Background: an optimization exercise with open tools, aiming at small area, a short achievable clock period and few clock cycles. Do not read the settings as production practice. The RTL was checked by simulation tests, not by an equivalence proof against the original design. Power is estimated from default activity; no workload was simulated.

## flow/design.v

```verilog
module skid2 #(parameter W = 8) (
  input              clk,
  input              rst_n,
  input              in_vld,
  input  [W-1:0]     in_data,
  output             in_rdy,
  output             out_vld,
  output [W-1:0]     out_data,
  input              out_take
);
  reg [W-1:0] d0, d1;
  reg         wp, rp, rdy_r;
  reg [1:0]   cnt;
  wire        enq = in_vld & rdy_r;
  wire [1:0]  cnt_n = cnt + {1'b0, enq} - {1'b0, out_take};
  assign in_rdy   = rdy_r;
  assign out_vld  = (cnt != 2'd0);
  assign out_data = rp ? d1 : d0;
  always @(posedge clk) begin
    if (enq & ~wp) d0 <= in_data;
    if (enq &  wp) d1 <= in_data;
    if (!rst_n) begin
      wp    <= 1'b0;
      rp    <= 1'b0;
      cnt   <= 2'd0;
      rdy_r <= 1'b1;
    end else begin
      if (enq)      wp <= ~wp;
      if (out_take) rp <= ~rp;
      cnt   <= cnt_n;
      rdy_r <= ~cnt_n[1];
    end
  end
endmodule
module benc8 (input [7:0] w, output [11:0] e);
  wire [8:0] wx = {w, 1'b0};
  genvar k;
  generate
    for (k = 0; k < 4; k = k + 1) begin : dg
      wire b0 = wx[2*k];
      wire b1 = wx[2*k+1];
      wire b2 = wx[2*k+2];
      assign e[3*k]   = b0 ^ b1;
      assign e[3*k+1] = (b2 & ~b1 & ~b0) | (~b2 & b1 & b0);
      assign e[3*k+2] = b2 & ~(b1 & b0);
    end
  endgenerate
endmodule
module dot4 (
  input  [11:0] e0, e1, e2, e3,    
  input  [7:0]  w0, w1, w2, w3,
  output [20:0] s,
  output [20:0] c
);
  wire [9:0] w1_0 = {{2{w0[7]}}, w0};
  wire [9:0] w2_0 = {w0[7], w0, 1'b0};
  wire [9:0] r0_0 = (({10{e0[0]}} & w1_0) | ({10{e0[1]}} & w2_0)) ^ {10{e0[2]}};
  wire [9:0] r0_1 = (({10{e0[3]}} & w1_0) | ({10{e0[4]}} & w2_0)) ^ {10{e0[5]}};
  wire [9:0] r0_2 = (({10{e0[6]}} & w1_0) | ({10{e0[7]}} & w2_0)) ^ {10{e0[8]}};
  wire [9:0] r0_3 = (({10{e0[9]}} & w1_0) | ({10{e0[10]}} & w2_0)) ^ {10{e0[11]}};
  wire [9:0] w1_1 = {{2{w1[7]}}, w1};
  wire [9:0] w2_1 = {w1[7], w1, 1'b0};
  wire [9:0] r1_0 = (({10{e1[0]}} & w1_1) | ({10{e1[1]}} & w2_1)) ^ {10{e1[2]}};
  wire [9:0] r1_1 = (({10{e1[3]}} & w1_1) | ({10{e1[4]}} & w2_1)) ^ {10{e1[5]}};
  wire [9:0] r1_2 = (({10{e1[6]}} & w1_1) | ({10{e1[7]}} & w2_1)) ^ {10{e1[8]}};
  wire [9:0] r1_3 = (({10{e1[9]}} & w1_1) | ({10{e1[10]}} & w2_1)) ^ {10{e1[11]}};
  wire [9:0] w1_2 = {{2{w2[7]}}, w2};
  wire [9:0] w2_2 = {w2[7], w2, 1'b0};
  wire [9:0] r2_0 = (({10{e2[0]}} & w1_2) | ({10{e2[1]}} & w2_2)) ^ {10{e2[2]}};
  wire [9:0] r2_1 = (({10{e2[3]}} & w1_2) | ({10{e2[4]}} & w2_2)) ^ {10{e2[5]}};
  wire [9:0] r2_2 = (({10{e2[6]}} & w1_2) | ({10{e2[7]}} & w2_2)) ^ {10{e2[8]}};
  wire [9:0] r2_3 = (({10{e2[9]}} & w1_2) | ({10{e2[10]}} & w2_2)) ^ {10{e2[11]}};
  wire [9:0] w1_3 = {{2{w3[7]}}, w3};
  wire [9:0] w2_3 = {w3[7], w3, 1'b0};
  wire [9:0] r3_0 = (({10{e3[0]}} & w1_3) | ({10{e3[1]}} & w2_3)) ^ {10{e3[2]}};
  wire [9:0] r3_1 = (({10{e3[3]}} & w1_3) | ({10{e3[4]}} & w2_3)) ^ {10{e3[5]}};
  wire [9:0] r3_2 = (({10{e3[6]}} & w1_3) | ({10{e3[7]}} & w2_3)) ^ {10{e3[8]}};
  wire [9:0] r3_3 = (({10{e3[9]}} & w1_3) | ({10{e3[10]}} & w2_3)) ^ {10{e3[11]}};
  wire t1 = r0_0[6] ^ r0_1[4];
  wire t2 = r0_0[6] & r0_1[4];
  wire t3 = r0_0[4] ^ r0_1[2] ^ r0_2[0];
  wire t4 = (r0_0[4] & r0_1[2]) | (r0_0[4] & r0_2[0]) | (r0_1[2] & r0_2[0]);
  wire t5 = e0[8] ^ r1_0[4];
  wire t6 = e0[8] & r1_0[4];
  wire t7 = r0_0[5] ^ r0_1[3];
  wire t8 = r0_0[5] & r0_1[3];
  wire t9 = t1 ^ r0_2[2] ^ r0_3[0];
  wire t10 = (t1 & r0_2[2]) | (t1 & r0_3[0]) | (r0_2[2] & r0_3[0]);
  wire t11 = e0[11] ^ r1_0[6] ^ r1_1[4];
  wire t12 = (e0[11] & r1_0[6]) | (e0[11] & r1_1[4]) | (r1_0[6] & r1_1[4]);
  wire t13 = r1_2[2] ^ r1_3[0] ^ e1[11];
  wire t14 = (r1_2[2] & r1_3[0]) | (r1_2[2] & e1[11]) | (r1_3[0] & e1[11]);
  wire t15 = r2_0[6] ^ r2_1[4];
  wire t16 = r2_0[6] & r2_1[4];
  wire t17 = t2 ^ r0_0[7] ^ r0_1[5];
  wire t18 = (t2 & r0_0[7]) | (t2 & r0_1[5]) | (r0_0[7] & r0_1[5]);
  wire t19 = r0_2[3] ^ r0_3[1] ^ r1_0[7];
  wire t20 = (r0_2[3] & r0_3[1]) | (r0_2[3] & r1_0[7]) | (r0_3[1] & r1_0[7]);
  wire t21 = r1_1[5] ^ r1_2[3] ^ r1_3[1];
  wire t22 = (r1_1[5] & r1_2[3]) | (r1_1[5] & r1_3[1]) | (r1_2[3] & r1_3[1]);
  wire t23 = r2_0[7] ^ r2_1[5] ^ r2_2[3];
  wire t24 = (r2_0[7] & r2_1[5]) | (r2_0[7] & r2_2[3]) | (r2_1[5] & r2_2[3]);
  wire t25 = r0_0[8] ^ r0_1[6] ^ r0_2[4];
  wire t26 = (r0_0[8] & r0_1[6]) | (r0_0[8] & r0_2[4]) | (r0_1[6] & r0_2[4]);
  wire t27 = r0_3[2] ^ r1_0[8] ^ r1_1[6];
  wire t28 = (r0_3[2] & r1_0[8]) | (r0_3[2] & r1_1[6]) | (r1_0[8] & r1_1[6]);
  wire t29 = r1_2[4] ^ r1_3[2] ^ r2_0[8];
  wire t30 = (r1_2[4] & r1_3[2]) | (r1_2[4] & r2_0[8]) | (r1_3[2] & r2_0[8]);
  wire t31 = r2_1[6] ^ r2_2[4];
  wire t32 = r2_1[6] & r2_2[4];
  wire t33 = ~r0_0[9] ^ r0_1[7] ^ r0_2[5];
  wire t34 = (~r0_0[9] & r0_1[7]) | (~r0_0[9] & r0_2[5]) | (r0_1[7] & r0_2[5]);
  wire t35 = r0_3[3] ^ ~r1_0[9] ^ r1_1[7];
  wire t36 = (r0_3[3] & ~r1_0[9]) | (r0_3[3] & r1_1[7]) | (~r1_0[9] & r1_1[7]);
  wire t37 = r1_2[5] ^ r1_3[3] ^ ~r2_0[9];
  wire t38 = (r1_2[5] & r1_3[3]) | (r1_2[5] & ~r2_0[9]) | (r1_3[3] & ~r2_0[9]);
  wire t39 = r2_1[7] ^ r2_2[5];
  wire t40 = r2_1[7] & r2_2[5];
  wire t41 = r0_1[8] ^ r0_2[6] ^ r0_3[4];
  wire t42 = (r0_1[8] & r0_2[6]) | (r0_1[8] & r0_3[4]) | (r0_2[6] & r0_3[4]);
  wire t43 = r1_1[8] ^ r1_2[6];
  wire t44 = r1_1[8] & r1_2[6];
  wire t45 = ~r0_1[9] ^ r0_2[7] ^ r0_3[5];
  wire t46 = (~r0_1[9] & r0_2[7]) | (~r0_1[9] & r0_3[5]) | (r0_2[7] & r0_3[5]);
  wire t47 = r0_0[2] ^ r0_1[0] ^ e0[5];
  wire t48 = (r0_0[2] & r0_1[0]) | (r0_0[2] & e0[5]) | (r0_1[0] & e0[5]);
  wire t49 = r1_0[2] ^ r1_1[0];
  wire t50 = r1_0[2] & r1_1[0];
  wire t51 = r0_0[3] ^ r0_1[1];
  wire t52 = r0_0[3] & r0_1[1];
  wire t53 = t3 ^ t5 ^ r1_1[2];
  wire t54 = (t3 & t5) | (t3 & r1_1[2]) | (t5 & r1_1[2]);
  wire t55 = r1_2[0] ^ e1[8] ^ r2_0[4];
  wire t56 = (r1_2[0] & e1[8]) | (r1_2[0] & r2_0[4]) | (e1[8] & r2_0[4]);
  wire t57 = r2_1[2] ^ r2_2[0];
  wire t58 = r2_1[2] & r2_2[0];
  wire t59 = t4 ^ t6 ^ t7;
  wire t60 = (t4 & t6) | (t4 & t7) | (t6 & t7);
  wire t61 = r0_2[1] ^ r1_0[5] ^ r1_1[3];
  wire t62 = (r0_2[1] & r1_0[5]) | (r0_2[1] & r1_1[3]) | (r1_0[5] & r1_1[3]);
  wire t63 = r1_2[1] ^ r2_0[5] ^ r2_1[3];
  wire t64 = (r1_2[1] & r2_0[5]) | (r1_2[1] & r2_1[3]) | (r2_0[5] & r2_1[3]);
  wire t65 = r2_2[1] ^ r3_0[5];
  wire t66 = r2_2[1] & r3_0[5];
  wire t67 = t8 ^ t9 ^ t11;
  wire t68 = (t8 & t9) | (t8 & t11) | (t9 & t11);
  wire t69 = t13 ^ t15 ^ r2_2[2];
  wire t70 = (t13 & t15) | (t13 & r2_2[2]) | (t15 & r2_2[2]);
  wire t71 = r2_3[0] ^ e2[11] ^ r3_0[6];
  wire t72 = (r2_3[0] & e2[11]) | (r2_3[0] & r3_0[6]) | (e2[11] & r3_0[6]);
  wire t73 = r3_1[4] ^ r3_2[2] ^ r3_3[0];
  wire t74 = (r3_1[4] & r3_2[2]) | (r3_1[4] & r3_3[0]) | (r3_2[2] & r3_3[0]);
  wire t75 = t10 ^ t12 ^ t14;
  wire t76 = (t10 & t12) | (t10 & t14) | (t12 & t14);
  wire t77 = t16 ^ t17 ^ t19;
  wire t78 = (t16 & t17) | (t16 & t19) | (t17 & t19);
  wire t79 = t21 ^ t23 ^ r2_3[1];
  wire t80 = (t21 & t23) | (t21 & r2_3[1]) | (t23 & r2_3[1]);
  wire t81 = r3_0[7] ^ r3_1[5] ^ r3_2[3];
  wire t82 = (r3_0[7] & r3_1[5]) | (r3_0[7] & r3_2[3]) | (r3_1[5] & r3_2[3]);
  wire t83 = t18 ^ t20 ^ t22;
  wire t84 = (t18 & t20) | (t18 & t22) | (t20 & t22);
  wire t85 = t24 ^ t25 ^ t27;
  wire t86 = (t24 & t25) | (t24 & t27) | (t25 & t27);
  wire t87 = t29 ^ t31 ^ r2_3[2];
  wire t88 = (t29 & t31) | (t29 & r2_3[2]) | (t31 & r2_3[2]);
  wire t89 = r3_0[8] ^ r3_1[6] ^ r3_2[4];
  wire t90 = (r3_0[8] & r3_1[6]) | (r3_0[8] & r3_2[4]) | (r3_1[6] & r3_2[4]);
  wire t91 = t26 ^ t28 ^ t30;
  wire t92 = (t26 & t28) | (t26 & t30) | (t28 & t30);
  wire t93 = t32 ^ t33 ^ t35;
  wire t94 = (t32 & t33) | (t32 & t35) | (t33 & t35);
  wire t95 = t37 ^ t39 ^ r2_3[3];
  wire t96 = (t37 & t39) | (t37 & r2_3[3]) | (t39 & r2_3[3]);
  wire t97 = ~r3_0[9] ^ r3_1[7] ^ r3_2[5];
  wire t98 = (~r3_0[9] & r3_1[7]) | (~r3_0[9] & r3_2[5]) | (r3_1[7] & r3_2[5]);
  wire t99 = t34 ^ t36 ^ t38;
  wire t100 = (t34 & t36) | (t34 & t38) | (t36 & t38);
  wire t101 = t40 ^ t41 ^ t43;
  wire t102 = (t40 & t41) | (t40 & t43) | (t41 & t43);
  wire t103 = r1_3[4] ^ r2_1[8] ^ r2_2[6];
  wire t104 = (r1_3[4] & r2_1[8]) | (r1_3[4] & r2_2[6]) | (r2_1[8] & r2_2[6]);
  wire t105 = r2_3[4] ^ r3_1[8] ^ r3_2[6];
  wire t106 = (r2_3[4] & r3_1[8]) | (r2_3[4] & r3_2[6]) | (r3_1[8] & r3_2[6]);
  wire t107 = t42 ^ t44 ^ t45;
  wire t108 = (t42 & t44) | (t42 & t45) | (t44 & t45);
  wire t109 = ~r1_1[9] ^ r1_2[7] ^ r1_3[5];
  wire t110 = (~r1_1[9] & r1_2[7]) | (~r1_1[9] & r1_3[5]) | (r1_2[7] & r1_3[5]);
  wire t111 = ~r2_1[9] ^ r2_2[7] ^ r2_3[5];
  wire t112 = (~r2_1[9] & r2_2[7]) | (~r2_1[9] & r2_3[5]) | (r2_2[7] & r2_3[5]);
  wire t113 = ~r3_1[9] ^ r3_2[7] ^ r3_3[5];
  wire t114 = (~r3_1[9] & r3_2[7]) | (~r3_1[9] & r3_3[5]) | (r3_2[7] & r3_3[5]);
  wire t115 = t46 ^ r0_2[8] ^ r0_3[6];
  wire t116 = (t46 & r0_2[8]) | (t46 & r0_3[6]) | (r0_2[8] & r0_3[6]);
  wire t117 = r1_2[8] ^ r1_3[6] ^ r2_2[8];
  wire t118 = (r1_2[8] & r1_3[6]) | (r1_2[8] & r2_2[8]) | (r1_3[6] & r2_2[8]);
  wire t119 = r2_3[6] ^ r3_2[8];
  wire t120 = r2_3[6] & r3_2[8];
  wire t121 = ~r0_2[9] ^ r0_3[7] ^ ~r1_2[9];
  wire t122 = (~r0_2[9] & r0_3[7]) | (~r0_2[9] & ~r1_2[9]) | (r0_3[7] & ~r1_2[9]);
  wire t123 = r0_0[0] ^ e0[2] ^ r1_0[0];
  wire t124 = (r0_0[0] & e0[2]) | (r0_0[0] & r1_0[0]) | (e0[2] & r1_0[0]);
  wire t125 = t47 ^ t49 ^ e1[5];
  wire t126 = (t47 & t49) | (t47 & e1[5]) | (t49 & e1[5]);
  wire t127 = r2_0[2] ^ r2_1[0];
  wire t128 = r2_0[2] & r2_1[0];
  wire t129 = t48 ^ t50 ^ t51;
  wire t130 = (t48 & t50) | (t48 & t51) | (t50 & t51);
  wire t131 = r1_0[3] ^ r1_1[1] ^ r2_0[3];
  wire t132 = (r1_0[3] & r1_1[1]) | (r1_0[3] & r2_0[3]) | (r1_1[1] & r2_0[3]);
  wire t133 = r2_1[1] ^ r3_0[3];
  wire t134 = r2_1[1] & r3_0[3];
  wire t135 = t52 ^ t53 ^ t55;
  wire t136 = (t52 & t53) | (t52 & t55) | (t53 & t55);
  wire t137 = t57 ^ e2[8] ^ r3_0[4];
  wire t138 = (t57 & e2[8]) | (t57 & r3_0[4]) | (e2[8] & r3_0[4]);
  wire t139 = r3_1[2] ^ r3_2[0] ^ e3[8];
  wire t140 = (r3_1[2] & r3_2[0]) | (r3_1[2] & e3[8]) | (r3_2[0] & e3[8]);
  wire t141 = t54 ^ t56 ^ t58;
  wire t142 = (t54 & t56) | (t54 & t58) | (t56 & t58);
  wire t143 = t59 ^ t61 ^ t63;
  wire t144 = (t59 & t61) | (t59 & t63) | (t61 & t63);
  wire t145 = t65 ^ r3_1[3] ^ r3_2[1];
  wire t146 = (t65 & r3_1[3]) | (t65 & r3_2[1]) | (r3_1[3] & r3_2[1]);
  wire t147 = t60 ^ t62 ^ t64;
  wire t148 = (t60 & t62) | (t60 & t64) | (t62 & t64);
  wire t149 = t66 ^ t67 ^ t69;
  wire t150 = (t66 & t67) | (t66 & t69) | (t67 & t69);
  wire t151 = t71 ^ t73 ^ e3[11];
  wire t152 = (t71 & t73) | (t71 & e3[11]) | (t73 & e3[11]);
  wire t153 = t68 ^ t70 ^ t72;
  wire t154 = (t68 & t70) | (t68 & t72) | (t70 & t72);
  wire t155 = t74 ^ t75 ^ t77;
  wire t156 = (t74 & t75) | (t74 & t77) | (t75 & t77);
  wire t157 = t79 ^ t81 ^ r3_3[1];
  wire t158 = (t79 & t81) | (t79 & r3_3[1]) | (t81 & r3_3[1]);
  wire t159 = t76 ^ t78 ^ t80;
  wire t160 = (t76 & t78) | (t76 & t80) | (t78 & t80);
  wire t161 = t82 ^ t83 ^ t85;
  wire t162 = (t82 & t83) | (t82 & t85) | (t83 & t85);
  wire t163 = t87 ^ t89 ^ r3_3[2];
  wire t164 = (t87 & t89) | (t87 & r3_3[2]) | (t89 & r3_3[2]);
  wire t165 = t84 ^ t86 ^ t88;
  wire t166 = (t84 & t86) | (t84 & t88) | (t86 & t88);
  wire t167 = t90 ^ t91 ^ t93;
  wire t168 = (t90 & t91) | (t90 & t93) | (t91 & t93);
  wire t169 = t95 ^ t97 ^ r3_3[3];
  wire t170 = (t95 & t97) | (t95 & r3_3[3]) | (t97 & r3_3[3]);
  wire t171 = t92 ^ t94 ^ t96;
  wire t172 = (t92 & t94) | (t92 & t96) | (t94 & t96);
  wire t173 = t98 ^ t99 ^ t101;
  wire t174 = (t98 & t99) | (t98 & t101) | (t99 & t101);
  wire t175 = t103 ^ t105 ^ r3_3[4];
  wire t176 = (t103 & t105) | (t103 & r3_3[4]) | (t105 & r3_3[4]);
  wire t177 = t100 ^ t102 ^ t104;
  wire t178 = (t100 & t102) | (t100 & t104) | (t102 & t104);
  wire t179 = t106 ^ t107 ^ t109;
  wire t180 = (t106 & t107) | (t106 & t109) | (t107 & t109);
  wire t181 = t111 ^ t113 ^ 1'b1;
  wire t182 = (t111 & t113) | (t111 & 1'b1) | (t113 & 1'b1);
  wire t183 = t108 ^ t110 ^ t112;
  wire t184 = (t108 & t110) | (t108 & t112) | (t110 & t112);
  wire t185 = t114 ^ t115 ^ t117;
  wire t186 = (t114 & t115) | (t114 & t117) | (t115 & t117);
  wire t187 = t119 ^ r3_3[6] ^ 1'b1;
  wire t188 = (t119 & r3_3[6]) | (t119 & 1'b1) | (r3_3[6] & 1'b1);
  wire t189 = t116 ^ t118 ^ t120;
  wire t190 = (t116 & t118) | (t116 & t120) | (t118 & t120);
  wire t191 = t121 ^ r1_3[7] ^ ~r2_2[9];
  wire t192 = (t121 & r1_3[7]) | (t121 & ~r2_2[9]) | (r1_3[7] & ~r2_2[9]);
  wire t193 = r2_3[7] ^ ~r3_2[9] ^ r3_3[7];
  wire t194 = (r2_3[7] & ~r3_2[9]) | (r2_3[7] & r3_3[7]) | (~r3_2[9] & r3_3[7]);
  wire t195 = t122 ^ r0_3[8] ^ r1_3[8];
  wire t196 = (t122 & r0_3[8]) | (t122 & r1_3[8]) | (r0_3[8] & r1_3[8]);
  wire t197 = r2_3[8] ^ r3_3[8];
  wire t198 = r2_3[8] & r3_3[8];
  wire t199 = t123 ^ e1[2] ^ r2_0[0];
  wire t200 = (t123 & e1[2]) | (t123 & r2_0[0]) | (e1[2] & r2_0[0]);
  wire t201 = t124 ^ r0_0[1] ^ r1_0[1];
  wire t202 = (t124 & r0_0[1]) | (t124 & r1_0[1]) | (r0_0[1] & r1_0[1]);
  wire t203 = t125 ^ t127 ^ e2[5];
  wire t204 = (t125 & t127) | (t125 & e2[5]) | (t127 & e2[5]);
  wire t205 = r3_0[2] ^ r3_1[0];
  wire t206 = r3_0[2] & r3_1[0];
  wire t207 = t126 ^ t128 ^ t129;
  wire t208 = (t126 & t128) | (t126 & t129) | (t128 & t129);
  wire t209 = t131 ^ t133 ^ r3_1[1];
  wire t210 = (t131 & t133) | (t131 & r3_1[1]) | (t133 & r3_1[1]);
  wire t211 = t130 ^ t132 ^ t134;
  wire t212 = (t130 & t132) | (t130 & t134) | (t132 & t134);
  wire t213 = t135 ^ t137 ^ t139;
  wire t214 = (t135 & t137) | (t135 & t139) | (t137 & t139);
  wire t215 = t136 ^ t138 ^ t140;
  wire t216 = (t136 & t138) | (t136 & t140) | (t138 & t140);
  wire t217 = t141 ^ t143 ^ t145;
  wire t218 = (t141 & t143) | (t141 & t145) | (t143 & t145);
  wire t219 = t142 ^ t144 ^ t146;
  wire t220 = (t142 & t144) | (t142 & t146) | (t144 & t146);
  wire t221 = t147 ^ t149 ^ t151;
  wire t222 = (t147 & t149) | (t147 & t151) | (t149 & t151);
  wire t223 = t148 ^ t150 ^ t152;
  wire t224 = (t148 & t150) | (t148 & t152) | (t150 & t152);
  wire t225 = t153 ^ t155 ^ t157;
  wire t226 = (t153 & t155) | (t153 & t157) | (t155 & t157);
  wire t227 = t154 ^ t156 ^ t158;
  wire t228 = (t154 & t156) | (t154 & t158) | (t156 & t158);
  wire t229 = t159 ^ t161 ^ t163;
  wire t230 = (t159 & t161) | (t159 & t163) | (t161 & t163);
  wire t231 = t160 ^ t162 ^ t164;
  wire t232 = (t160 & t162) | (t160 & t164) | (t162 & t164);
  wire t233 = t165 ^ t167 ^ t169;
  wire t234 = (t165 & t167) | (t165 & t169) | (t167 & t169);
  wire t235 = t166 ^ t168 ^ t170;
  wire t236 = (t166 & t168) | (t166 & t170) | (t168 & t170);
  wire t237 = t171 ^ t173 ^ t175;
  wire t238 = (t171 & t173) | (t171 & t175) | (t173 & t175);
  wire t239 = t172 ^ t174 ^ t176;
  wire t240 = (t172 & t174) | (t172 & t176) | (t174 & t176);
  wire t241 = t177 ^ t179 ^ t181;
  wire t242 = (t177 & t179) | (t177 & t181) | (t179 & t181);
  wire t243 = t178 ^ t180 ^ t182;
  wire t244 = (t178 & t180) | (t178 & t182) | (t180 & t182);
  wire t245 = t183 ^ t185 ^ t187;
  wire t246 = (t183 & t185) | (t183 & t187) | (t185 & t187);
  wire t247 = t184 ^ t186 ^ t188;
  wire t248 = (t184 & t186) | (t184 & t188) | (t186 & t188);
  wire t249 = t189 ^ t191 ^ t193;
  wire t250 = (t189 & t191) | (t189 & t193) | (t191 & t193);
  wire t251 = t190 ^ t192 ^ t194;
  wire t252 = (t190 & t192) | (t190 & t194) | (t192 & t194);
  wire t253 = t195 ^ t197 ^ 1'b1;
  wire t254 = (t195 & t197) | (t195 & 1'b1) | (t197 & 1'b1);
  wire t255 = t196 ^ t198 ^ ~r0_3[9];
  wire t256 = (t196 & t198) | (t196 & ~r0_3[9]) | (t198 & ~r0_3[9]);
  wire t257 = ~r1_3[9] ^ ~r2_3[9] ^ ~r3_3[9];
  wire t258 = (~r1_3[9] & ~r2_3[9]) | (~r1_3[9] & ~r3_3[9]) | (~r2_3[9] & ~r3_3[9]);
  wire t259 = t199 ^ e2[2];
  wire t260 = t199 & e2[2];
  wire t261 = t200 ^ t201 ^ r2_0[1];
  wire t262 = (t200 & t201) | (t200 & r2_0[1]) | (t201 & r2_0[1]);
  wire t263 = t202 ^ t203 ^ t205;
  wire t264 = (t202 & t203) | (t202 & t205) | (t203 & t205);
  wire t265 = t204 ^ t206 ^ t207;
  wire t266 = (t204 & t206) | (t204 & t207) | (t206 & t207);
  wire t267 = t208 ^ t210 ^ t211;
  wire t268 = (t208 & t210) | (t208 & t211) | (t210 & t211);
  wire t269 = t212 ^ t214 ^ t215;
  wire t270 = (t212 & t214) | (t212 & t215) | (t214 & t215);
  wire t271 = t216 ^ t218 ^ t219;
  wire t272 = (t216 & t218) | (t216 & t219) | (t218 & t219);
  wire t273 = t220 ^ t222 ^ t223;
  wire t274 = (t220 & t222) | (t220 & t223) | (t222 & t223);
  wire t275 = t224 ^ t226 ^ t227;
  wire t276 = (t224 & t226) | (t224 & t227) | (t226 & t227);
  wire t277 = t228 ^ t230 ^ t231;
  wire t278 = (t228 & t230) | (t228 & t231) | (t230 & t231);
  wire t279 = t232 ^ t234 ^ t235;
  wire t280 = (t232 & t234) | (t232 & t235) | (t234 & t235);
  wire t281 = t236 ^ t238 ^ t239;
  wire t282 = (t236 & t238) | (t236 & t239) | (t238 & t239);
  wire t283 = t240 ^ t242 ^ t243;
  wire t284 = (t240 & t242) | (t240 & t243) | (t242 & t243);
  wire t285 = t244 ^ t246 ^ t247;
  wire t286 = (t244 & t246) | (t244 & t247) | (t246 & t247);
  wire t287 = t248 ^ t250 ^ t251;
  wire t288 = (t248 & t250) | (t248 & t251) | (t250 & t251);
  wire t289 = t252 ^ t254 ^ t255;
  wire t290 = (t252 & t254) | (t252 & t255) | (t254 & t255);
  wire t291 = t256 ^ t258;
  wire t292 = t256 & t258;
  wire t293 = t259 ^ r3_0[0];
  wire t294 = t259 & r3_0[0];
  wire t295 = t260 ^ t261 ^ r3_0[1];
  wire t296 = (t260 & t261) | (t260 & r3_0[1]) | (t261 & r3_0[1]);
  wire t297 = t262 ^ t263 ^ e3[5];
  wire t298 = (t262 & t263) | (t262 & e3[5]) | (t263 & e3[5]);
  wire t299 = t264 ^ t265 ^ t209;
  wire t300 = (t264 & t265) | (t264 & t209) | (t265 & t209);
  wire t301 = t266 ^ t267 ^ t213;
  wire t302 = (t266 & t267) | (t266 & t213) | (t267 & t213);
  wire t303 = t268 ^ t269 ^ t217;
  wire t304 = (t268 & t269) | (t268 & t217) | (t269 & t217);
  wire t305 = t270 ^ t271 ^ t221;
  wire t306 = (t270 & t271) | (t270 & t221) | (t271 & t221);
  wire t307 = t272 ^ t273 ^ t225;
  wire t308 = (t272 & t273) | (t272 & t225) | (t273 & t225);
  wire t309 = t274 ^ t275 ^ t229;
  wire t310 = (t274 & t275) | (t274 & t229) | (t275 & t229);
  wire t311 = t276 ^ t277 ^ t233;
  wire t312 = (t276 & t277) | (t276 & t233) | (t277 & t233);
  wire t313 = t278 ^ t279 ^ t237;
  wire t314 = (t278 & t279) | (t278 & t237) | (t279 & t237);
  wire t315 = t280 ^ t281 ^ t241;
  wire t316 = (t280 & t281) | (t280 & t241) | (t281 & t241);
  wire t317 = t282 ^ t283 ^ t245;
  wire t318 = (t282 & t283) | (t282 & t245) | (t283 & t245);
  wire t319 = t284 ^ t285 ^ t249;
  wire t320 = (t284 & t285) | (t284 & t249) | (t285 & t249);
  wire t321 = t286 ^ t287 ^ t253;
  wire t322 = (t286 & t287) | (t286 & t253) | (t287 & t253);
  wire t323 = t288 ^ t289 ^ t257;
  wire t324 = (t288 & t289) | (t288 & t257) | (t289 & t257);
  wire t325 = t290 ^ t291 ^ 1'b1;
  wire t326 = (t290 & t291) | (t290 & 1'b1) | (t291 & 1'b1);
  assign s = {1'b1, 1'b1, 1'b1, t326, t324, t322, t320, t318, t316, t314, t312, t310, t308, t306, t304, t302, t300, t298, t296, t294, t293};
  assign c = {1'b0, 1'b0, 1'b0, t292, t325, t323, t321, t319, t317, t315, t313, t311, t309, t307, t305, t303, t301, t299, t297, t295, e3[2]};
endmodule
module conv #(parameter AW = 5, parameter DB = 10) (
  input         clk,
  input         rst_n,
  input  [7:0]  ifmap_data,
  output        ifmap_rdy,
  input         ifmap_vld,
  input  [7:0]  weight_data,
  output        weight_rdy,
  input         weight_vld,
  output [31:0] ofmap_data,
  input         ofmap_rdy,
  output        ofmap_vld,
  input  [15:0] config_data,
  output        config_rdy,
  input         config_vld
);
  integer i;
  genvar g, h;
  reg        cfg_rdy_r;
  reg        st_r;       
  wire       cfg_fire = config_vld & cfg_rdy_r;
  wire [5:0] cfg_a    = config_data[13:8];
  wire [7:0] cfg_d    = config_data[7:0];
  reg [4:0]  c_zm1;      
  reg [3:0]  c_pm1;      
  reg [3:0]  c_oxm1;     
  reg [1:0]  c_fxm1;     
  reg [1:0]  c_fym1;     
  reg [1:0]  c_s;        
  reg [4:0]  c_ix;       
  reg [4:0]  c_iy;       
  reg [1:0]  c_ic1m1;    
  reg [7:0]  c_oc1m1;    
  assign config_rdy = cfg_rdy_r;
  always @(posedge clk) begin
    if (!rst_n) begin
      cfg_rdy_r <= 1'b1;
      st_r      <= 1'b0;
    end else begin
      st_r  <= cfg_fire && (cfg_a == 6'd34);
      if (cfg_fire && cfg_a == 6'd34) cfg_rdy_r <= 1'b0;
    end
    if (cfg_fire) begin
      case (cfg_a)
        6'd2:  c_zm1   <= cfg_d[4:0];
        6'd4:  c_pm1   <= cfg_d[3:0];
        6'd6:  c_oxm1  <= cfg_d[3:0] - 4'd1;
        6'd10: c_fxm1  <= cfg_d[1:0] - 2'd1;
        6'd12: c_fym1  <= cfg_d[1:0] - 2'd1;
        6'd14: c_s     <= cfg_d[1:0];
        6'd16: c_ix    <= cfg_d[4:0];
        6'd18: c_iy    <= cfg_d[4:0];
        6'd20: c_ic1m1 <= cfg_d[1:0] - 2'd1;
        6'd22: c_oc1m1 <= cfg_d - 8'd1;
        default: ;
      endcase
    end
  end
  reg [4:0] d_rowstep;   
  reg [4:0] d_stepfy;    
  reg [4:0] d_stepic;    
  reg [5:0] d_z;         
  reg       d_ox1, d_fx1, d_fy1, d_ic11, d_oc11;
  reg [7:0] d_ins;       
  wire [4:0] dx   = c_ix - {1'b0, c_oxm1};
  wire [4:0] dyf  = c_iy - {3'b0, c_fym1};
  wire [4:0] ixdy = c_ix * dyf;
  always @(posedge clk) begin
    d_rowstep <= (c_s == 2'd2) ? {dx[3:0], 1'b0} :
                 (c_s == 2'd3) ? dx + {dx[3:0], 1'b0} : dx;
    d_stepfy  <= c_ix - {3'b0, c_fxm1};
    d_stepic  <= ixdy - {3'b0, c_fxm1};
    d_z       <= {1'b0, c_zm1} + 6'd1;
    d_ox1     <= (c_oxm1 == 4'd0);
    d_fx1     <= (c_fxm1 == 2'd0);
    d_fy1     <= (c_fym1 == 2'd0);
    d_ic11    <= (c_ic1m1 == 2'd0);
    d_oc11    <= (c_oc1m1 == 8'd0);
    for (i = 0; i < 8; i = i + 1) d_ins[i] <= (c_pm1[2:0] == i);
  end
  wire       w_v, i_v;
  wire [7:0] w_d, i_d;
  wire       w_take, i_take;
  skid2 #(.W(8)) wsk (
    .clk(clk), .rst_n(rst_n),
    .in_vld(weight_vld), .in_data(weight_data), .in_rdy(weight_rdy),
    .out_vld(w_v), .out_data(w_d), .out_take(w_take)
  );
  skid2 #(.W(8)) isk (
    .clk(clk), .rst_n(rst_n),
    .in_vld(ifmap_vld), .in_data(ifmap_data), .in_rdy(ifmap_rdy),
    .out_vld(i_v), .out_data(i_d), .out_take(i_take)
  );
  reg [3:0] s;           
  reg       s0;          
  reg       pend;        
  reg       rl;          
  reg [3:0] ox;          
  reg       oxl;         
  reg [1:0] fx, fy;
  reg [1:0] ic1;
  reg [7:0] oc1;
  reg       fxl, fyl, icl, ocl;   
  reg       fb;          
  reg [4:0] rel;         
  reg [AW-1:0] rd;       
  reg [4:0] bo;          
  reg [AW-1:0] bb;       
  reg [AW-1:0] rtb;      
  reg       rpar;        
  wire       lb    = fxl & fyl & icl;    
  wire [4:0] bstep = !fxl ? 5'd1 : !fyl ? d_stepfy : d_stepic;
  wire [4:0] bo_nx = bo + bstep;
  reg [7:0] ib [0:(4<<AW)-1];
  reg [AW+1:0] wa;       
  reg [5:0] wwd;         
  reg       wpar;        
  reg       tfull;       
  reg       wlast;       
  reg [6:0] ovl;         
  reg [6:0] fr;          
  reg [5:0] cw;          
  reg       cpar;        
  reg              wv;   
  reg [AW+1:0]     wadr;
  reg [7:0]        wdat;
  wire      ahead = wpar ^ rpar;
  wire      wr_ok = ~tfull & (~ahead | (ovl < fr));
  wire [4:0] fpt  = lb ? (rl ? rel : 5'd31) : ((rl && rel < bo_nx) ? rel : bo_nx);
  assign i_take = i_v & wr_ok;
  always @(posedge clk) begin
    fr   <= (ocl ? {2'b00, fpt} : 7'd0) + (7'd1 << AW);
    wadr <= wa;
    wdat <= i_d;
    if (wv) ib[wadr] <= wdat;
    if (!rst_n) begin
      wa    <= 0;
      wwd   <= 6'd0;
      wpar  <= 1'b0;
      tfull <= 1'b0;
      wlast <= 1'b0;
      ovl   <= 7'd0;
      cw    <= 6'd0;
      cpar  <= 1'b0;
      wv    <= 1'b0;
    end else begin
      cw   <= wwd;
      cpar <= wpar;
      wv   <= i_take;
      if (st_r) begin
        wlast <= (d_z == 6'd1);
        ovl   <= {1'b0, d_z};
      end
      if (i_take) begin
        wa <= wa + 1'b1;
        if (wa[1:0] == 2'd3) begin
          if (wlast && !ahead) begin
            wwd   <= 6'd0;
            wpar  <= ~wpar;
            wlast <= (d_z == 6'd1);
            ovl   <= {1'b0, d_z};
          end else begin
            wwd   <= wwd + 6'd1;
            tfull <= wlast;
            wlast <= (wwd + 6'd2 == d_z);
            ovl   <= ovl + 7'd1;
          end
        end
      end else if (tfull && !ahead) begin
        wwd   <= 6'd0;
        wpar  <= ~wpar;
        tfull <= 1'b0;
        wlast <= (d_z == 6'd1);
        ovl   <= {1'b0, d_z};
      end
    end
  end
  reg [7:0] ws [0:15];
  reg [7:0] wst [0:15];
  reg [4:0] wcnt;
  wire      ws_full = wcnt[4];
  wire      take;
  assign w_take = w_v & (~ws_full | take);
  always @(posedge clk) begin
    if (w_take) begin
      ws[15] <= w_d;
      for (i = 0; i < 15; i = i + 1) ws[i] <= ws[i+1];
    end
    if (take)
      for (i = 0; i < 16; i = i + 1) wst[i] <= ws[i];
    if (!rst_n) wcnt <= 5'd0;
    else        wcnt <= take ? {4'd0, w_take} : wcnt + {4'd0, w_take};
  end
  reg [3:0] wp;          
  reg [1:0] dq;          
  reg [4:0] nal;         
  reg [4:0] nav;         
  wire      pdone;       
  wire avail = (cpar ^ rpar) | ({1'b0, rel} < cw);
  reg  [3:0] hph;       
  reg        evp;       
  reg  [3:0] evs;       
  wire [3:0] ps    = hph + 4'd2;           
  wire space  = (nal != DB);
  wire need_ev = evp & (s == evs);
  wire direct  = rl & lb & ~evp & space;
  wire issue = (s == ps) & (~s0 | (ws_full & ~(lb & evp))) &
               (~rl | (avail & (~need_ev | space)));
  wire fl_issue = ~issue & evp & (ps == evs) & space & ~(lb & ~s0);
  assign take = issue & s0;
  wire [4:0]    pstep = oxl ? d_rowstep : {3'd0, c_s};
  wire [AW-1:0] rtb_n = rtb + d_z;
  always @(posedge clk) begin
    if (!rst_n) begin
      s <= 4'd0; s0 <= 1'b1; pend <= 1'b0; rl <= 1'b1; ox <= 4'd0; oxl <= 1'b0;
      fx <= 2'd0; fy <= 2'd0; ic1 <= 2'd0; oc1 <= 8'd0;
      fxl <= 1'b0; fyl <= 1'b0; icl <= 1'b0; ocl <= 1'b0; fb <= 1'b1;
      rel <= 5'd0; bo <= 5'd0; bb <= 0; rtb <= 0;
      rpar <= 1'b0;
    end else if (st_r) begin
      oxl <= d_ox1;
      fxl <= d_fx1;
      fyl <= d_fy1;
      icl <= d_ic11;
      ocl <= d_oc11;
    end else if (issue) begin
      if (pend) begin
        s    <= 4'd0;
        s0   <= 1'b1;
        pend <= 1'b0;
        rl   <= 1'b1;
        ox   <= 4'd0;
        oxl  <= d_ox1;
        if (lb) begin
          fx <= 2'd0; fy <= 2'd0; ic1 <= 2'd0;
          fxl <= d_fx1; fyl <= d_fy1; icl <= d_ic11;
          fb <= 1'b1;
          bo <= 5'd0; rel <= 5'd0;
          if (ocl) begin
            oc1 <= 8'd0; ocl <= d_oc11;
            rtb <= rtb_n; rpar <= ~rpar; bb <= rtb_n;
          end else begin
            oc1 <= oc1 + 8'd1; ocl <= (oc1 + 8'd1 == c_oc1m1);
            bb <= rtb;
          end
        end else begin
          fb <= 1'b0;
          if (!fxl) begin
            fx <= fx + 2'd1; fxl <= (fx + 2'd1 == c_fxm1);
          end else begin
            fx <= 2'd0; fxl <= d_fx1;
            if (!fyl) begin
              fy <= fy + 2'd1; fyl <= (fy + 2'd1 == c_fym1);
            end else begin
              fy <= 2'd0; fyl <= d_fy1;
              ic1 <= ic1 + 2'd1; icl <= (ic1 + 2'd1 == c_ic1m1);
            end
          end
          bo  <= bo_nx;
          rel <= bo_nx;
          bb  <= bb + bstep;
        end
      end else begin
        s    <= s + 4'd1;
        s0   <= 1'b0;
        pend <= (s == 4'd14);
        rl   <= rl & (s != c_pm1);
        if (rl) begin
          ox   <= oxl ? 4'd0 : ox + 4'd1;
          oxl  <= oxl ? d_ox1 : (ox + 4'd1 == c_oxm1);
          rel  <= rel + pstep;
        end
      end
    end
  end
  always @(posedge clk) begin
    if (!rst_n) hph <= 4'd0;
    else        hph <= hph + 4'd1;
  end
  always @(posedge clk) begin
    if (!rst_n) begin
      evp <= 1'b0;
      evs <= 4'd0;
    end else if ((issue & need_ev) | fl_issue) begin
      evs <= evs + 4'd1;
      if (evs == c_pm1) evp <= 1'b0;
    end else if (issue & rl & lb & ~direct & ~evp) begin
      evp <= 1'b1;
      evs <= s;
    end
  end
  reg  [31:0]   rd_oh;       
  wire [AW-1:0] rd_nx = !issue ? rd :
                        !pend  ? (rl ? rd + pstep : rd) :
                        lb     ? (ocl ? rtb_n : rtb) : bb + bstep;
  always @(posedge clk) begin
    if (!rst_n) begin
      rd    <= 0;
      rd_oh <= 32'd1;
    end else if (!st_r) begin
      rd    <= rd_nx;
      for (i = 0; i < 32; i = i + 1) rd_oh[i] <= (rd_nx == i);
    end
  end
  reg        t1_v, t1_first, t1_final, t1_real, t1_dir, t1_ev;
  reg [47:0] x_r;           
  reg        t2_v, t2_final, t2_real, t2_dir;
  reg [20:0] cs_s [0:3];    
  reg [20:0] cs_c [0:3];
  wire [31:0] x_t [0:32];
  assign x_t[0] = 32'd0;
  generate
    for (g = 0; g < 32; g = g + 1) begin : rdw
      assign x_t[g+1] = x_t[g] | ({32{rd_oh[g]}} & {ib[4*g+3], ib[4*g+2], ib[4*g+1], ib[4*g]});
    end
  endgenerate
  wire [31:0] x_w = x_t[32];
  wire [47:0] x_e;
  generate
    for (g = 0; g < 4; g = g + 1) begin : xe
      benc8 enc (.w(x_w[g*8 +: 8]), .e(x_e[g*12 +: 12]));
    end
  endgenerate
  always @(posedge clk) begin
    t1_first <= fb & issue;
    t1_final <= lb & issue;
    t1_real  <= rl & issue;
    t1_dir   <= direct & issue;
    t1_ev    <= (need_ev & issue) | fl_issue;
    x_r      <= issue ? x_e : 48'd0;    
    t2_final <= t1_final;
    t2_real  <= t1_real;
    t2_dir   <= t1_dir;
    if (!rst_n) begin
      t1_v <= 1'b0;
      t2_v <= 1'b0;
    end else begin
      t1_v <= issue | fl_issue;
      t2_v <= t1_v;
    end
  end
  generate
    for (h = 0; h < 4; h = h + 1) begin : mo
      wire [20:0] sv, cv;
      dot4 dp (
        .e0(x_r[0*12 +: 12]), .e1(x_r[1*12 +: 12]), .e2(x_r[2*12 +: 12]), .e3(x_r[3*12 +: 12]),
        .w0(wst[0*4+h]), .w1(wst[1*4+h]), .w2(wst[2*4+h]), .w3(wst[3*4+h]),
        .s(sv), .c(cv)
      );
      always @(posedge clk) begin
        cs_s[h] <= sv;
        cs_c[h] <= cv;
      end
    end
  endgenerate
  reg  [83:0] ch [0:15];
  wire [83:0] acc_n;
  generate
    for (g = 0; g < 4; g = g + 1) begin : acc
      assign acc_n[g*21 +: 21] = ch[0][g*21 +: 21] + cs_s[g] + cs_c[g];
    end
  endgenerate
  always @(posedge clk) begin
    for (i = 1; i < 15; i = i + 1) ch[i] <= ch[i+1];
    ch[15] <= acc_n;
    ch[0]  <= (t1_v & t1_first) ? 84'd0 : ch[1];
  end
  reg [83:0] db [0:DB-1];
  reg        navnz;      
  reg        dwr;        
  reg [20:0] oq [0:1];   
  reg [1:0]  qn;         
  reg        qw, qh;     
  reg [20:0] o_p;        
  reg        o_s, o_t;   
  reg        ov;         
  wire       alloc = (issue & (direct | need_ev)) | fl_issue;
  wire       evw   = t1_v & t1_ev;    
  reg  [4*DB-1:0] rsel;   
  wire [20:0] dv_t [0:4*DB];
  assign dv_t[0] = 21'd0;
  generate
    for (g = 0; g < 4*DB; g = g + 1) begin : rdd
      assign dv_t[g+1] = dv_t[g] | ({21{rsel[g]}} & db[g/4][(g%4)*21 +: 21]);
    end
  endgenerate
  wire [20:0] dval = dv_t[4*DB];
  wire       push  = navnz & ~qn[1];
  wire       pop   = ov & ofmap_rdy;
  assign pdone = push & (dq == 2'd3);
  wire [4:0] nal_a = nal + {4'd0, alloc};
  wire [4:0] nav_a = nav + {4'd0, dwr | evw};
  wire [4:0] nal_d = nal_a - 5'd1;
  wire [4:0] nav_d = nav_a - 5'd1;
  wire [20:0] hd_pop  = qn[1] ? oq[~qh] : dval;           
  wire [20:0] hd_stay = (qn != 2'd0) ? oq[qh] : dval;     
  wire [1:0] qn_a = qn + {1'b0, push};
  always @(posedge clk) begin
    if (dwr | evw) db[wp] <= evw ? ch[1] : ch[15];
    if (push) oq[qw] <= dval;
    o_p <= pop ? hd_pop : hd_stay;
    o_s <= pop ? hd_pop[20] : (ov ? o_p[20] : dval[20]);
    o_t <= pop ? hd_pop[20] : (ov ? o_s : dval[20]);
    if (!rst_n) begin
      dwr   <= 1'b0;
      wp    <= 4'd0;
      rsel  <= 1;
      dq    <= 2'd0;
      nal   <= 5'd0;
      nav   <= 5'd0;
      navnz <= 1'b0;
      qn    <= 2'd0;
      qw    <= 1'b0;
      qh    <= 1'b0;
      ov    <= 1'b0;
    end else begin
      dwr <= t2_v & t2_final & t2_real & t2_dir;
      if (dwr | evw) wp <= (wp == DB - 1) ? 4'd0 : wp + 4'd1;
      if (push) begin
        rsel <= {rsel[4*DB-2:0], rsel[4*DB-1]};
        dq <= dq + 2'd1;
        qw <= ~qw;
      end
      nal   <= pdone ? nal_d : nal_a;
      nav   <= pdone ? nav_d : nav_a;
      navnz <= pdone ? (nav_d != 5'd0) : (nav_a != 5'd0);
      if (pop) qh <= ~qh;
      qn <= pop ? qn_a - 2'd1 : qn_a;
      ov <= pop ? (qn_a != 2'd1) : (qn_a != 2'd0);
    end
  end
  assign ofmap_vld  = ov;
  assign ofmap_data = {{6{o_t}}, {5{o_s}}, o_p};
endmodule
```

## flow/flow/run.sh

```bash
#!/bin/bash
# Layout flow: the standard synthesis and ORFS layout, with the post-placement
# timing repair (repair_timing) asked to leave a larger setup margin, so that it
# keeps optimising paths well below the 16 ns clock. The SDC and the clock period
# are the design's own; only the optimisation target of the repair changes.
set -euo pipefail
MARGIN=${MARGIN:-11.5}
# 1. Standard synthesis, unchanged.
bash standard.sh synth > synth.log 2>&1
# 2. Floorplan to final layout with the same ORFS make command, plus the margin.
MAKECMD=$(grep '^make ' standard.sh | sed 's/"\${@:-finish}"//')
eval "$MAKECMD SETUP_SLACK_MARGIN=$MARGIN SKIP_GATE_CLONING=1 finish" > layout.log 2>&1
# 3. Write out/final.def (targets are up to date, so make does nothing here).
bash standard.sh finish > def.log 2>&1
```

## flow/standard.sh

```bash
#!/bin/bash
# synth_recipe.tcl (not shown) runs the flow's synth.tcl, then flattens the netlist and writes it again
# the make line also repeats each setting of config.mk as NAME=value (left out here)
make -C /OpenROAD-flow-scripts/flow DESIGN_CONFIG=/design/flow/config.mk WORK_HOME=/design/flow/orfs CLKGATE_MAP_FILE= SYNTH_SCRIPT=/design/flow/synth_recipe.tcl "${@:-finish}"
```

## flow/config.mk

```make
export PLATFORM = sky130hd
export DESIGN_NAME = conv
export DESIGN_NICKNAME = conv
export VERILOG_FILES = /design/flow/design.v
export SDC_FILE = /design/flow/constraint.sdc
export NUM_CORES = 8
export LEC_CHECK = 0
export CAP_MARGIN = 20
export CORE_MARGIN = 2
export CORE_UTILIZATION = 65
export CTS_CLUSTER_DIAMETER = 90
export CTS_CLUSTER_SIZE = 20
export PLACE_DENSITY = 0.8
export SLEW_MARGIN = 20
```

## flow/constraint.sdc

```tcl
create_clock -name core_clock -period 16.0 [get_ports {clk}]
set_input_delay 3.2000 -clock core_clock [delete_from_list [all_inputs] [get_ports {clk}]]
set_output_delay 3.2000 -clock core_clock [all_outputs]
set_load 0.01 [all_outputs]
```

==> impl_metrics.py, run 1 <==
metrics = {
    "outcome": {
        "status": "finished clean",
    },
    "yosys": {
        "synth_top_area_share_pct": 43.22,
        "netlist_instances": 10720,
        "netlist_top_cells_count": "edfxtp_1 (2233), dfxtp_1 (1822), a22oi_1 (1183), inv_1 (802), fa_1 (627)",
        "yosysTopAreaCell": "edfxtp_1",
        "yosysMostFrequentCell": "edfxtp_1",
        "synth_ff_type": "edfxtp_1",
        "synth-seq-cells": 4055,
        "synth_area_leaders": "edfxtp_1 (43%), dfxtp_1 (24%), fa_1 (8.1%)",
        "synth-warning-count": 12,
        "synthArstFlopShare_pct": 0,
        "yosysSeqAreaShare_pct": 66.72,
        "syn-cell-area_mm2": 0.1552,
        "synth_edf_count": 2233,
        "ys_types": 84,
        "synth_fp_nets": 11645,
        "avgSynthCellArea_um2": 14.47,
    },
    "final_layout": {
        "syn_to_final_growth_pct": 7.701,
        "finalNetCount": 11582,
        "final_cell_count_no_fill": 13995,
        "fillers": 14732,
        "drive_gt1_share_pct": 8.172,
    },
    "placed_design": {
        "portBuffers": 71,
        "place_inst": 13531,
        "pre_cts_slack_ps": 10660,
        "dp_hpwl_um": 256700,
        "gp_congestion": 0.9125,
    },
    "clock_network": {
        "clock_path_buffers": 3,
        "cts_tree": "built",
        "clk_pin_slew_ps": 80,
        "holdBufCountCts": 0,
        "numCtsBuffers": 227,
        "htreeDepth": 4,
        "insertion_delay_ps": 970,
        "ctsRootBufferMaster": "clkbuf_16",
        "clock_sinks": 4055,
    },
    "detailed_routing": {
        "vias": 92421,
        "viasPerCell": 6.604,
        "drt_iter0_markers": 13326,
        "route.detailed.drc": 0,
        "wl_um": 420200,
        "wl_per_cell_um": 30.02,
        "first_pass_iters": 7,
        "ant_nets": 0,
    },
    "die": {
        "core_mm2": 0.2376,
        "start_util_pct": 65.30,
        "ios": 74,
        "die_x_um": 492.6,
        "row_count": 179,
        "dieArea_mm2": 0.2426,
        "die_h_um": 492.6,
    },
    "timing": {
        "fin_ws_ps": 11330,
        "worst_pin_slew_ps": 1254,
        "fin_crit_ps": 4669,
        "setup_viol": 0,
        "final_hold_viol_count": 0,
        "final.setup_skew_ps": 133.0,
        "max_freq_mhz": 214.2,
        "drv_slew": 0,
        "fin_crit_sh_pct": 29.18,
        "rsz0062_at_grt": "true",
        "slew_headroom_pct": 16.12,
        "tns_ps": 0,
    },
    "setup_path": {
        "crit_type": "flip-flop to output pin",
        "critPathArrivalTime_ps": 1470,
        "critPathRequiredTime_ps": 12800,
        "path_cells": "buf_2",
        "cp_top_family": "flip-flops",
        "cp_max_fo": 6,
        "worst-path-buf-inv": 1,
        "cpPeakStageDelay_ps": 370,
        "cp_slowest_cell": "dfxtp_4",
        "start_kind": "flip-flop",
        "crit_path_end_kind": "output pin",
    },
    "global_route": {
        "grt_overflow": 0,
        "antenna_found_initial": 15,
        "grt.total_usage_pct": 34.26,
        "grt_pass1_wl_um": 607400,
        "grt_pass1_vias": 92484,
        "grt_start_max_net_pins": 114,
    },
    "power": {
        "ir_drop_mv": 0.1293,
        "powerDensity_mw_per_mm2": 109.8,
        "leakagePower_uw": 0.06045,
        "power_uw": 18350,
    },
    "hold_path": {
        "hold_class": "flip-flop to flip-flop",
    },
    "job": {
        "max_cap_viol_count": 0,
    },
}
-- final timing paths --
check / slack, ps / depth (start not counted) / endpoint / start
worst max-delay path: 11330 / 1 / ofmap_data[21] / o_s$_DFF_P_
worst min register to register: 260 / 0 / ch[7][6]$_DFF_P_ / ch[8][6]$_DFF_P_
worst max register to register: 11530 / 15 / cs_c[2][7]$_DFF_P_ / x_r[0]$_SDFF_PN0_
worst min-delay path: 260 / 0 / ch[7][6]$_DFF_P_ / ch[8][6]$_DFF_P_
-- sequential cells by signal (all words and copies together) (netlist names), 8 cells and up, named ones only --
name     cells
c_oc1m1      8
ch        1344
cs_c        69
cs_s        72
db         840
ib        1024
isk.d0       8
isk.d1       8
o_p         21
oc1          8
oq          42
rd_oh       32
rsel        40
wdat         8
ws         128
wsk.d0       8
wsk.d1       8
wst        128
x_r         48
-- metal layers --
layer  vias to the layer above  wire length [µm]  GRT usage (%)
met5                         -                84              0
met4                        16             30560          20.01
met3                      1644             57680          9.145
met2                      7099            188600          52.76
met1                     45479            143200          44.16
li1                      38183                 -              -
-- cells by family after synthesis --
| kind of cell | Yosys count | share of synthesized area (%) |
|---|---|---|
| buf+inv | 1415 | 3.520 |
| flops | 4055 | 66.72 |
| simple gates | 1420 | 4.559 |
| mux | 173 | 1.209 |
| fa+ha+maj | 887 | 10.19 |
| compound gates | 1993 | 9.411 |
| xor+xnor | 777 | 4.391 |
-- power breakdown --
part	total [µW]	switching, µW	leakage [µW]	internal (µW)
Sequential	11800	250	0.0358	11500
Clock	6010	3300	0.00321	2710
Combinational	586	441	0.0214	144
-- repair_timing --
item | 4_1_cts | 5_1_grt
gates resized for setup | 258 | 94
buffers inserted | 23 | 37
endpoints found under the hold margin | 0 | 0
pin swaps | 1 | 41
endpoints found under the setup margin | 118 | 108
-- cells in the final DEF (no fill, tap or decap), types with 131 or more instances in the layout --
cell type / n
dfxtp_1: 1740
o21ai_0: 131
nand4_1: 166
inv_1: 797
a22oi_1: 1165
xnor2_1: 528
nor2_1: 321
xor2_1: 243
ha_1: 259
buf_4: 192
fa_1: 605
nand3_1: 159
nand2_1: 305
edfxtp_1: 2233
clkbuf_16: 228
a21oi_1: 225
-- area by class of cell --
type / instances / area (µm²) / share of cell area, %
multi-input combinational: 5250 / 46640 / 27.91
antenna: 11 / 27.53 / 0.01647
sequential: 4055 / 103700 / 62.03
inverter: 806 / 3047 / 1.823
timing repair buffer: 317 / 2999 / 1.795
tap: 3167 / 3963 / 2.371
clock buffer: 359 / 6207 / 3.714
clock inverter: 30 / 560.5 / 0.3354
-- metrics by stage --
stage | cell area, µm² | hold WS [ps] | util (%)
3_5_place_dp | 159100 | 312.1 | 66.94
5_1_grt | 167100 | 256.2 | 70.32
6_report | 167100 | 256.3 | 70.32
2_1_floorplan | 155300 | 309.6 | -
4_1_cts | 166300 | 254.3 | 69.99
3_3_place_gp | 159000 | 309.6 | 66.91
Testbench counts, summed over its fixed seeds: cycles 19,176.
==> inputs of run 2 (changes only) <==
--- a/flow/design.v
+++ b/flow/design.v
@@ -682,6 +682,7 @@
   end
   always @(posedge clk) begin
-    if (!rst_n) hph <= 4'd0;
-    else        hph <= hph + 4'd1;
+    if (!rst_n)    hph <= 4'd0;
+    else if (st_r) hph <= 4'd14;    
+    else           hph <= hph + 4'd1;
   end
   always @(posedge clk) begin
--- a/flow/config.mk
+++ b/flow/config.mk
@@ -9,6 +9,6 @@
 export CORE_MARGIN = 2
 export CORE_UTILIZATION = 65
-export CTS_CLUSTER_DIAMETER = 90
-export CTS_CLUSTER_SIZE = 20
+export CTS_CLUSTER_DIAMETER = 100
+export CTS_CLUSTER_SIZE = 24
 export PLACE_DENSITY = 0.8
 export SLEW_MARGIN = 20
==> run 2 against run 1 <==
Compared with the run above:
- area after synthesis barely moved
- setup slack improved by 33 ps
- cell area down 0.60%
- sequential power barely moved
- global-route usage fell by 0.26 points
- via count shrank 0.66%
- sequential share of layout area rose by 0.38 points
- critical path type unchanged
- largest cell class unchanged
==> impl_metrics.py, run 2 <==
metrics = {
    "global_route": {
        "grt_overflow": 0,
        "grtUsageMet1_pct": 44.67,
        "grt_pass1_wl_um": 601400,
        "grtUsageMet2_pct": 51.60,
        "grt_start_max_net_pins": 129,
        "grt_pass1_vias": 91731,
        "grt.busiest_layer": "met2",
        "met3_usage_pct": 8.992,
        "grt.total_usage_pct": 34.00,
        "antenna_found_initial": 17,
    },
    "detailed_routing": {
        "wl_per_cell_um": 29.98,
        "viasPerCell": 6.584,
        "route.detailed.drc": 0,
        "wl_um": 418100,
        "vias": 91808,
        "ant_nets": 0,
        "drt_iter0_markers": 13409,
        "first_pass_iters": 11,
    },
    "yosys": {
        "ys_types": 86,
        "netlist_instances": 10723,
        "avgSynthCellArea_um2": 14.47,
        "yosysMostFrequentCell": "edfxtp_1",
        "synth-warning-count": 12,
        "synth_ff_type": "edfxtp_1",
        "yosysTopAreaCell": "edfxtp_1",
        "synth_top_area_share_pct": 43.23,
        "synthArstFlopShare_pct": 0,
        "syn-cell-area_mm2": 0.1551,
        "yosysSeqAreaShare_pct": 66.74,
        "netlist_top_cells_count": "edfxtp_1 (2233), dfxtp_1 (1822), a22oi_1 (1185), inv_1 (801), fa_1 (627)",
        "synth_edf_count": 2233,
        "synth-seq-cells": 4055,
        "synth_fp_nets": 11648,
        "synth_area_leaders": "edfxtp_1 (43%), dfxtp_1 (24%), fa_1 (8.1%)",
    },
    "power": {
        "ir_drop_mv": 0.1255,
        "powerDensity_mw_per_mm2": 106.7,
        "leakagePower_uw": 0.05811,
    },
    "final_layout": {
        "syn_to_final_growth_pct": 7.080,
        "finalNetCount": 11556,
        "layout_common_cells": "edfxtp_1 (2233), dfxtp_1 (1741), a22oi_1 (1163)",
        "top_regs": "ch: 1344 flops, ib: 1024 flops, db: 840 flops",
        "drive_gt1_share_pct": 7.876,
        "final_common_cell": "edfxtp_1",
        "fillers": 14929,
        "seq_area_mm2": 0.1037,
        "largest_reg_flops": 1344,
        "multi_input_area_mm2": 0.04665,
        "fin_util_pct": 69.90,
        "max_flop_register": "ch",
    },
    "timing": {
        "worst_pin_slew_ps": 1270,
        "max_freq_mhz": 215.7,
        "final.setup_skew_ps": 91.63,
        "final_hold_viol_count": 0,
        "tns_ps": 0,
        "setup_viol": 0,
        "rsz0062_at_grt": "true",
        "drv_slew": 0,
        "slew_headroom_pct": 15.22,
        "fin_crit_ps": 4636,
        "fin_crit_sh_pct": 28.98,
    },
    "die": {
        "die_h_um": 492.5,
        "dieArea_mm2": 0.2426,
        "start_util_pct": 65.28,
        "die_x_um": 492.5,
        "ios": 74,
        "core_mm2": 0.2376,
        "row_count": 179,
    },
    "setup_path": {
        "crit_path_end_kind": "output pin",
        "cp_top_family": "flip-flops",
        "cpPeakStageDelay_ps": 370,
        "crit_start": "o_s$_DFF_P_",
        "path_cells": "buf_2",
        "cp_slowest_cell": "dfxtp_4",
        "cp_max_fo": 6,
        "worst-path-buf-inv": 1,
        "critPathRequiredTime_ps": 12800,
        "start_kind": "flip-flop",
        "crit_type": "flip-flop to output pin",
        "critPathArrivalTime_ps": 1440,
        "r2r-start": "wst[2][6]$_DFFE_PP_",
    },
    "placed_design": {
        "portBuffers": 71,
        "gp_congestion": 0.9102,
        "dp_hpwl_um": 257800,
    },
    "outcome": {
        "status": "finished clean",
    },
    "job": {
        "max_cap_viol_count": 0,
    },
    "hold_path": {
        "min-delay-start": "ch[5][3]$_DFF_P_",
        "hold_class": "flip-flop to flip-flop",
    },
    "clock_network": {
        "numCtsBuffers": 191,
        "clk_pin_slew_ps": 90,
        "cts_tree": "built",
        "ctsRootBufferMaster": "clkbuf_16",
        "insertion_delay_ps": 930,
        "htreeDepth": 4,
        "clock_path_buffers": 3,
        "clock_sinks": 4055,
    },
}
## run 2: changes by cell type in the layout (fill, tap and decap cells not counted), moves of 11 or more
cell / before / now
a21o_1: 34 / 45
clkbuf_1: 130 / 115
clkbuf_16: 228 / 193
nand2_1: 305 / 321
nor3_1: 55 / 42
o21ai_0: 131 / 116
## run 2: logic make-up (layout without fill, tap and decap cells)
logic type               after synthesis  count (layout)  synth area share [%]
multiplexers                         169             169                 1.185
adder cells (fa/ha/maj)              887             887                 10.19
buffers and inverters               1418            1462                 3.533
other                                  0              10                     0
XOR/XNOR                             788             788                 4.454
flip-flops                          4055            4055                 66.74
AND/OR/NAND/NOR                     1415            1415                 4.522
AO/OA/AOI/OAI                       1991            1991                 9.377
## run 2: per-layer routing
layer,share of wire (%),vias to the layer above
met4,7.3,16
met5,0.021,-
met1,35,45112
li1,-,38091
met3,14,1549
met2,44,7040
## run 2: power by group
part | switching, µW | internal [µW]
combinational | 413 | 128
clock | 3130 | 2310
sequential | 245 | 11500
## run 2: per-stage QoR
step | instance area [µm²] | std cells | hold WS, ps | setup WS, ps | total power (µW)
2_1_floorplan | 155300 | 10723 | 309.6 | 10580 | 12190
3_3_place_gp | 159000 | 13527 | 309.5 | 10660 | 12440
3_5_place_dp | 159000 | 13530 | 312.1 | 10620 | 12490
4_1_cts | 165100 | 13878 | 304.4 | 11310 | 17710
5_1_grt | 166100 | 13941 | 312.1 | 11310 | 18140
6_report | 166100 | 13944 | 297.3 | 11360 | 17730
## run 2: cell type report
| class | count | area share, % |
|---|---|---|
| clock buffer | 308 | 3.167 |
| clock inverter | 21 | 0.2267 |
| sequential | 4055 | 62.41 |
| inverter | 806 | 1.830 |
| multi-input combinational | 5250 | 28.08 |
| timing repair buffer | 327 | 1.879 |
| tap | 3167 | 2.386 |
| antenna | 10 | 0.01506 |
## run 2: what timing repair did
action,4_1_cts,5_1_grt
hold buffers,0,0
resized for setup,257,111
setup buffers,19,52
pin swaps,1,33
cloned,0,0
setup endpoints to repair,93,239
## run 2: final timing paths
path	cells after the start	end	slack [ps]
setup / recovery	1	ofmap_data[21]	11360
hold reg to reg	0	ch[4][3]$_DFF_P_	300
hold / removal	0	ch[4][3]$_DFF_P_	300
setup reg to reg	13	cs_c[2][7]$_DFF_P_	11450
Testbench counts of run 2, summed over its fixed seeds: cycles 19,064.

==> afterwards: timing with drivers on the ports <==
The results above use ideal ports. As a check the final layouts listed here were re-extracted and re-timed, cells and wires unchanged.
Step 1 assumes that a clkbuf_16 drives the clock port and a buf_2 every other input.
Step 2 times the ports against the registers' clock, not the clock port: input delays grow and output delays shrink by t, the midpoint of the rising clock arrivals with the driver on.
a / b / c = ideal / step 1 / step 2; a / b = the first two.
| run | shift t [ns] | setup slack, ns | latest minus earliest clock arrival (ns) |
|---|---|---|---|
| run 1 | 0.996 | 11.331 / 11.241 / 10.700 | 0.136 / 0.136 |
| run 2 | 0.979 | 11.364 / 11.274 / 10.775 | 0.102 / 0.102 |
After both steps every run listed still meets setup and hold. For run 1, which loses most, drivers alone change the setup slack by -0.090 ns; drivers and shift together by -0.631 ns.
